This is an optimization exercise on Yosys and OpenROAD, whose aim is small area, not a production implementation. At most, simulation tests tie the RTL to the original design; equivalence was not proved.

Design CC, start of the top module:
module CC(
    clk,
    rst_n,
    in_valid,
    mode,
    xi,
    yi,
    out_valid,
    xo,
    yo
);
Size in the first run: about 1600 cells after synthesis, ~38 I/O pins, about 0.016 mm2 of cells after synthesis.
Settings: LEC_CHECK=0, CAP_MARGIN=20, CORE_MARGIN=2, CORE_UTILIZATION=50, CTS_BUF_LIST=sky130_fd_sc_hd__clkbuf_4 sky130_fd_sc_hd__clkbuf_8, SLEW_MARGIN=20, SYNTH_HIERARCHICAL=1, SYNTH_MINIMUM_KEEP_SIZE=0; clock period 100.0 ns.
standard.sh (not shown) runs the stock make flow with config.mk's settings and CLKGATE_MAP_FILE= SYNTH_SCRIPT=/design/flow/synth_recipe.tcl, a recipe that flattens the netlist after the stock synthesis.
==> flow/flow/run.sh <==
#!/bin/bash
# Own layout flow: the standard synthesis and layout, with port buffers of the smallest buffer.
set -euo pipefail
bash standard.sh synth > synth.log 2>&1
bash standard.sh "BUFFER_PORTS_ARGS=-buffer_cell sky130_fd_sc_hd__buf_1" finish > finish.log 2>&1
Next try:
==> flow/run.sh (new file) <==
#!/bin/bash
# synth_recipe.tcl (not shown) runs the flow's synth.tcl, then flattens the netlist and writes it again
# the make line also repeats each setting of config.mk as NAME=value (left out here)
make -C /OpenROAD-flow-scripts/flow DESIGN_CONFIG=/design/flow/config.mk WORK_HOME=/design/flow/orfs CLKGATE_MAP_FILE= SYNTH_SCRIPT=/design/flow/synth_recipe.tcl finish
removed: flow/flow/run.sh
removed: flow/standard.sh
The changed run went through all stages and came out clean.
Utilization rises by 0.71 points.
Maximum frequency falls by 0.60%.
Non-clock buffer count rises by 1.
Via count falls by 0.51%.
Critical path depth rises by 2.
Hold slack gets better by 0.030 ns.
Register-to-register slack gets better by 0.06 ns.
Cell count stays flat.

---

Another version of the RTL of CC (not shown whole).
For scale: ~18000 µm² of cells after synthesis.
==> flow/config.mk <==
export PLATFORM = sky130hd
export DESIGN_NAME = CC
export DESIGN_NICKNAME = CC
export VERILOG_FILES = /design/flow/design.v
export SDC_FILE = /design/flow/constraint.sdc
export NUM_CORES = 8
export LEC_CHECK = 0
export CAP_MARGIN = 20
export CORE_MARGIN = 2
export CORE_UTILIZATION = 80
export CTS_BUF_LIST = sky130_fd_sc_hd__clkbuf_4 sky130_fd_sc_hd__clkbuf_8
export SLEW_MARGIN = 20
export SYNTH_HIERARCHICAL = 1
export SYNTH_MINIMUM_KEEP_SIZE = 0
==> flow/constraint.sdc <==
create_clock -name core_clock -period 100.0 [get_ports {clk}]
set_input_delay 20.0000 -clock core_clock [delete_from_list [all_inputs] [get_ports {clk}]]
set_output_delay 20.0000 -clock core_clock [all_outputs]
set_load 0.01 [all_outputs]
run.sh (not shown) runs the stock make flow with config.mk's settings and CLKGATE_MAP_FILE= SYNTH_SCRIPT=/design/flow/synth_recipe.tcl, a recipe that flattens the netlist after the stock synthesis.
Stock flow here: none of the scripts above is used.
The first run ran to the end with no violations.
Rerun with:
--- a/flow/config.mk
+++ b/flow/config.mk
@@ -8 +8 @@
-export CAP_MARGIN = 20
+export CAP_MARGIN = 0
@@ -12 +12 @@
-export SLEW_MARGIN = 20
+export SLEW_MARGIN = 0
=>
- The new run ran to the end with no violations
- routed wire length is unchanged
- clock skew is unchanged
- maximum frequency is unchanged
- critical path depth stays the same
- clock-buffer cell count does not change
- first-iteration DRC count is unchanged
- via count does not change
Function was not checked in any run of this note: the RTL went through the layout flow alone.

---

== run 1 ==
Another version of the RTL of CC (not shown whole).
Size in the first run: roughly 1600 cells after synthesis, ~100 flip-flops, roughly 38 I/O pins, roughly 0.016 mm² of cells after synthesis.
Settings: LEC_CHECK=0, CAP_MARGIN=20, CORE_MARGIN=2, CORE_UTILIZATION=72, CTS_BUF_LIST=sky130_fd_sc_hd__clkbuf_8, SLEW_MARGIN=20, SYNTH_HIERARCHICAL=1, SYNTH_MINIMUM_KEEP_SIZE=0; clock period 100.0 ns.
standard.sh (not shown) runs the stock make flow with config.mk's settings and CLKGATE_MAP_FILE= SYNTH_SCRIPT=/design/flow/synth_recipe.tcl, a recipe that flattens the netlist after the stock synthesis.
==> flow/flow/run.sh <==
#!/bin/bash
# Own layout flow: the standard synthesis and layout, with port buffers of the smallest buffer.
set -euo pipefail
bash standard.sh synth > synth.log 2>&1
bash standard.sh "BUFFER_PORTS_ARGS=-buffer_cell sky130_fd_sc_hd__buf_1" finish > finish.log 2>&1
#### Input delta (run 2 over run 1)
Settings: CTS_BUF_LIST: sky130_fd_sc_hd__clkbuf_8 -> sky130_fd_sc_hd__clkbuf_16; CORE_UTILIZATION: 72 -> 50.
Notes after the runs:
- Changes observed in run 2 relative to run 1: fmax rose by 0.000076 GHz; global-route wire length before repair now larger; worst path required time fell 50 ps.
- Measured against each other, run 1 and run 2 differ in starting density of the core, the higher figure coming from run 1.
- [run 2 vs run 1] shortest period the worst path allows: lower in run 2
- Status: distinct cell type count after synthesis parity (run 1, run 2)
For run 3, these inputs were changed with respect to run 2:
Settings: changing CTS_BUF_LIST from sky130_fd_sc_hd__clkbuf_16 to sky130_fd_sc_hd__clkbuf_8; changing CORE_UTILIZATION from 50 to 65.
Notes after the runs:
- In terms of maximum net fanout on the critical path, run 3 and run 2 differ only marginally.
- Taking run 2 as the reference point, the final critical delay including setup and external delays of run 3 falls by 32 ps.
- Comparing run 2 and run 3, global-route track usage on met2 is lower on run 2.
- Diff run 2 and run 3: wire length the detailed router placed on met1 lower in run 3
- Period utilization of run 3 is on par with run 2.
- HPWL after detailed placement in run 3 vs run 2: down 4.8%
- Number of global-route vias before repair grows slightly when moving from run 2 to run 3.
- For run 3, the layer with the highest usage was met1, unlike run 2, where it was met2.

---

Another version of the RTL of CC (not shown whole).
Size in the first run: roughly 1600 cells after synthesis, roughly 130 flip-flops, about 38 I/O pins.
Settings: LEC_CHECK=0, CAP_MARGIN=20, CORE_MARGIN=2, CORE_UTILIZATION=80, CTS_BUF_LIST=sky130_fd_sc_hd__clkbuf_4 sky130_fd_sc_hd__clkbuf_8, SLEW_MARGIN=20, SYNTH_HIERARCHICAL=1, SYNTH_MINIMUM_KEEP_SIZE=0; clock period 100.0 ns.
Scripts as last shown in full above: flow/flow/run.sh
The starting point finished clean.
Next try:
==> flow/run.sh (new file) <==
#!/bin/bash
# synth_recipe.tcl (not shown) runs the flow's synth.tcl, then flattens the netlist and writes it again
# the make line also repeats each setting of config.mk as NAME=value (left out here)
make -C /OpenROAD-flow-scripts/flow DESIGN_CONFIG=/design/flow/config.mk WORK_HOME=/design/flow/orfs CLKGATE_MAP_FILE= SYNTH_SCRIPT=/design/flow/synth_recipe.tcl finish
removed: flow/flow/run.sh
removed: flow/standard.sh
Outcome: Global-route usage climbs by 0.56 points. Count of clock-buffer cells in the layout is unchanged. Core utilization rises by 0.85 points. Routed wire length climbs by 2.1%. Worst setup slack got worse by 0.85 ns. Cell area is higher by 0.99%. Hold slack is better by 0.021 ns.

re-timing with driven ports:
Ports are ideal in the flow. The routed layouts listed here were re-timed in OpenROAD.
Step 1 (the two cells are an assumption about what drives the block):
set clk [get_ports {clk}]
set_driving_cell -lib_cell sky130_fd_sc_hd__clkbuf_16 $clk
set_driving_cell -lib_cell sky130_fd_sc_hd__buf_2 [delete_from_list [all_inputs] $clk]
Step 2 also shifts input and output timing later by t, the mid clock arrival at the registers, as if the neighbouring blocks saw the same clock.
a / b / c = ideal ports / drivers / drivers and shift; a / b = the first two.
run | t (ns) | setup slack, ns | worst setup path after step 2
the first run of note 1 | 0.445 | 56.018 / 56.036 / 55.591 | input to register
the second run of note 1 | 0.439 | 55.753 / 55.769 / 55.330 | input to register
the first run of note 2 | 0.510 | 56.040 / 56.062 / 55.551 | input to register
the second run of note 2 | 0.510 | 56.040 / 56.062 / 55.551 | input to register
run 1 | 0.437 | 55.296 / 55.311 / 54.874 | input to register
run 2 | 0.413 | 55.447 / 55.466 / 55.053 | input to register
run 3 | 0.429 | 55.479 / 55.500 / 55.070 | input to register
the first run of note 4 | 0.514 | 55.836 / 55.858 / 55.344 | input to register
the second run of note 4 | 0.526 | 54.991 / 55.011 / 54.485 | input to register
After both steps setup and hold are still met in every run listed. For the second run of note 4, which loses most, drivers alone change the setup slack by +0.020 ns; drivers and shift together by -0.506 ns.
